Context: an optimization exercise on an open-source flow, tuned for small area. The choices shown serve that exercise and are no tape-out recipe. In this exercise RTL edits were held to simulation tests only and were not proved equivalent to the original. Power figures rest on the tool's default switching activity, not on a simulated workload.

job 101:
==> flow/design.v <==
`timescale 1ns / 1ps
module Counter(
    input wire clk,
    input wire rst,
    input wire up,
    input wire down,
    input wire reset,
    input wire [3:0] amount,
    output wire [3:0] anodes,
    output wire [7:0] cathodes
);
    localparam [10:0] LF_POL = 11'b10101010101;
    reg [10:0] lf_r;
    wire [10:0] lf = lf_r ^ LF_POL;
    reg [2:0] q8;
    reg [2:0] q5;
    wire wrap = &lf;                             
    always @(posedge clk) begin
        if (rst) begin
            lf_r <= 11'b00111111110 ^ LF_POL;
            q8 <= 3'd0;
            q5 <= 3'b000;
        end else begin
            lf_r <= {lf[9:3], lf[2] ^ wrap, lf[1:0], lf[10] ^ lf[8]} ^ LF_POL;
            if (wrap) begin
                q8 <= q8 + 3'd1;
                q5 <= {q5[1:0], ~(q5[1] | q5[2])};
            end
        end
    end
    wire [1:0] idx = q8[2:1];
    wire q5_2 = q5[1] & q5[0];                   
    wire q5_4 = q5[2] & ~q5[1];                  
    wire sample = (lf == 11'b00000010100) && q5_2;    
    wire exam = (lf == 11'b01111111111) && q5_4;      
    reg [2:0] prev;
    reg [1:0] act;    
    always @(posedge clk) begin
        if (rst)
            prev <= 3'b000;
        else if (sample) begin
            prev <= {reset, down, up};
            if (reset & ~prev[2]) act <= 2'b11;
            else if (down & ~prev[1]) act <= 2'b10;
            else if (up & ~prev[0]) act <= 2'b01;
            else act <= 2'b00;
        end
    end
    reg [3:0] amt;
    reg rst_q;
    always @(posedge clk) begin
        amt <= amount;
        rst_q <= rst;
    end
    reg [7:0] value;
    wire en_add = exam & (act == 2'b01);
    wire en_sub = exam & (act == 2'b10);
    wire clr = rst | (exam & (act == 2'b11));
    wire [7:0] step = {{4{en_sub}}, ({4{en_add}} & amt) | ({4{en_sub}} & ~amt)};
    always @(posedge clk)
        value <= clr ? 8'd0 : value + step + {7'd0, en_sub};
    wire sign = value[7];
    wire [7:0] n = sign ? -value : value;
    wire [3:0] q = n / 8'd10;           
    wire ge10 = q != 4'd0;
    wire ge100 = q >= 4'd10;
    wire [3:0] tens = ge100 ? q - 4'd10 : q;
    wire [3:0] units = n - {q, 3'b000} - {q, 1'b0};    
    reg [3:0] dig;
    reg show;
    always @(*) begin
        case (idx)
            2'd0: begin dig = units; show = 1'b1; end
            2'd1: begin dig = ge10 ? tens : 4'd10; show = ge10 | sign; end
            2'd2: begin dig = ge100 ? 4'd1 : 4'd10; show = ge100 | (ge10 & sign); end
            default: begin dig = 4'd10; show = ge100 & sign; end
        endcase
    end
    reg [6:0] seg;
    always @(*) begin
        case (dig)           
            4'd0: seg = 7'b0000001;
            4'd1: seg = 7'b1001111;
            4'd2: seg = 7'b0010010;
            4'd3: seg = 7'b0000110;
            4'd4: seg = 7'b1001100;
            4'd5: seg = 7'b0100100;
            4'd6: seg = 7'b0100000;
            4'd7: seg = 7'b0001111;
            4'd8: seg = 7'b0000000;
            4'd9: seg = 7'b0000100;
            default: seg = 7'b1111110;
        endcase
    end
    wire blank = rst_q | ~show;
    assign anodes = blank ? 4'b1111 : ~(4'b0001 << idx);
    assign cathodes = {blank ? 7'b1111111 : seg, 1'b1};
endmodule
Settings: LEC_CHECK=0, CAP_MARGIN=20, CORE_AREA=2.3 2.72 60.72 60.56, DIE_AREA=0 0 63 63, SLEW_MARGIN=20; clock period 15.0 ns.
standard.sh (not shown) runs the stock make flow with config.mk's settings and CLKGATE_MAP_FILE= SYNTH_SCRIPT=/design/flow/synth_recipe.tcl, a recipe that flattens the netlist after the stock synthesis.
==> flow/flow/run.sh <==
#!/bin/bash
# Own layout flow: the standard flow (standard.sh, same make targets and
# settings) with an area-oriented logic synthesis and minimum-size port buffers.
#  - synthesis is the standard flow's synthesis script with full-adder extraction off and
#    the ABC mapping script replaced by flow/area.abc (deepsyn, amap and mfs3); it is run
#    with several ABC seeds, in parallel, and the smallest netlist is kept.
#    Registers and their names are those of the standard synthesis.
#  - port buffers are buf_1; CTS uses no dummy loads.
# Each tool's output goes to a log file in the work folder (synth_s*.log,
# flow_make.log) and ORFS's own logs under orfs*/logs.
set -euo pipefail
WORK=$(pwd)
FLOWDIR=$WORK/flow

sed 's|^\( *\)log_cmd abc {\*}$abc_args|\1log_cmd abc -script $::env(AREA_ABC_SCRIPT) {*}[lrange $abc_args 2 end]|' \
    "$FLOW_HOME/scripts/synth.tcl" > "$WORK/area_synth_body.tcl"
grep -q "AREA_ABC_SCRIPT" "$WORK/area_synth_body.tcl"
sed 's|source \$::env(SCRIPTS_DIR)/synth.tcl|source '"$WORK"'/area_synth_body.tcl|' \
    "$WORK/synth_recipe.tcl" > "$WORK/area_synth.tcl"
grep -q "area_synth_body.tcl" "$WORK/area_synth.tcl"

sed -e 's|SYNTH_SCRIPT=[^ ]*synth_recipe.tcl|SYNTH_SCRIPT='"$WORK"'/area_synth.tcl|' \
    -e 's|"\${@:-finish}"|ADDER_MAP_FILE= "BUFFER_PORTS_ARGS=-buffer_cell sky130_fd_sc_hd__buf_1" "CTS_ARGS=-sink_clustering_enable -repair_clock_nets -dont_use_dummy_load" "${@:-finish}"|' \
    "$WORK/standard.sh" > "$WORK/area_standard.sh"
grep -q "area_synth.tcl" "$WORK/area_standard.sh"

# Synthesis with several ABC seeds, in parallel
SEEDS="1 2 3 4 5 6 7 8 9 10 11 12"
PAR=${NUM_CORES:-4}
n=0
for s in $SEEDS; do
  sed "s/SEED/$s/g" "$FLOWDIR/area.abc" > "$WORK/area_s$s.abc"
  ( AREA_ABC_SCRIPT="$WORK/area_s$s.abc" bash "$WORK/area_standard.sh" WORK_HOME="$WORK/orfs_s$s" synth \
      > "$WORK/synth_s$s.log" 2>&1 || echo "seed $s failed" ) &
  n=$((n+1))
  if (( n % PAR == 0 )); then wait; fi
done
wait
best=""; best_area=""
for s in $SEEDS; do
  rpt="$WORK/orfs_s$s/reports/sky130hd/Counter/base/synth_stat.txt"
  [[ -f "$rpt" && -f "$WORK/orfs_s$s/results/sky130hd/Counter/base/1_synth.odb" ]] || continue
  a=$(grep "Chip area for module" "$rpt" | tail -1 | awk '{print $NF}')
  echo "seed $s area $a" | tee -a "$WORK/synth_choice.log"
  if [[ -z "$best" ]] || awk -v a="$a" -v b="$best_area" 'BEGIN{exit !(a<b)}'; then best=$s; best_area=$a; fi
done
[[ -n "$best" ]]
echo "chosen seed $best area $best_area" | tee -a "$WORK/synth_choice.log"
rm -rf "$WORK/orfs"
mv "$WORK/orfs_s$best" "$WORK/orfs"

# Rest of the standard flow on the chosen netlist
AREA_ABC_SCRIPT="$WORK/area_s$best.abc" bash "$WORK/area_standard.sh" > "$WORK/flow_make.log" 2>&1
==> flow/flow/area.abc <==
strash
&get -n
&deepsyn -T 40 -S SEED
&put
dch -f
amap -F 4 -A 20
mfs3 -ae
topo
stime -c
Here is what was changed in the inputs of job 102 compared with job 101.
-- flow/flow/run.sh --
<<< job 101, line 3
# settings) with an area-oriented logic synthesis and minimum-size port buffers.
#  - synthesis is the standard flow's synthesis script with full-adder extraction off and
#    the ABC mapping script replaced by flow/area.abc (deepsyn, amap and mfs3); it is run
#    with several ABC seeds, in parallel, and the smallest netlist is kept.
#    Registers and their names are those of the standard synthesis.
>>> job 102, line 3
# settings) with an area-oriented logic synthesis and minimum-size port buffers.
#  - synthesis is the standard flow's synthesis script with full-adder extraction off and
#    the ABC mapping script replaced by flow/area.abc (deepsyn + amap); it is run
#    with several ABC seeds, in parallel, and the smallest netlist is kept.
#    Registers and their names are those of the standard synthesis.
<<< job 101, line 26

# Synthesis with several ABC seeds, in parallel
SEEDS="1 2 3 4 5 6 7 8 9 10 11 12"
PAR=${NUM_CORES:-4}
n=0
>>> job 102, line 26

# Synthesis with several ABC seeds, in parallel
SEEDS="1 2 3 4 5 6 7 8"
PAR=${NUM_CORES:-4}
n=0
==> flow/flow/area.abc <==
strash
&get -n
&deepsyn -T 40 -S SEED
&put
dch -f
amap -F 4 -A 20
topo
stime -c
[summary]
Comparing job 102 and job 101, worst setup slack is lower on job 101.
Across both runs, count of inverters other than clock inverters in the layout was lower for job 102 than for job 101.
Diff job 101 -> job 102 | met3 capacity usage during global routing | increase of 0.72 points
Cmp job 102 vs job 101: final hold slack lower in job 102
Job 102 vs. job 101: setup slack at placement has increased, total standard cell area after synthesis increased about 1.7%, net switching component of the power rose by about 70%, routed wire length went down by about 2.5%.
Job 102 gives less global placement routability congestion than job 101 did.
Combinational group share of total power (higher): job 102
Clock power of job 102 exceeds that of job 101 by a few percent.

[separate check: timing with driven ports]
No port has a modelled driver above. Below, the same layouts with a new extraction and two added sets of constraints.
Step 1 assumes that a clkbuf_16 drives the clock port and a buf_2 every other input.
Step 2 moves the port delays by t, midway between the first and last clock arrival at a register: inputs arrive t later, outputs are due t later. That takes back most of the time a late clock gives input paths.
Slacks: ideal / step 1 / step 2; pairs: ideal / step 1.
run | shift t [ns] | setup slack, ns | latest minus earliest clock arrival (ns) | worst register clock-pin slew, ns | cell pins on the clock port's net
job 101 | 0.340 | 6.296 / 6.274 / 6.614 | 0.029 / 0.029 | 0.11 / 0.11 | 1
job 102 | 0.343 | 7.512 / 7.489 / 7.832 | 0.010 / 0.010 | 0.10 / 0.10 | 1
After both steps setup and hold are still met in every run listed.
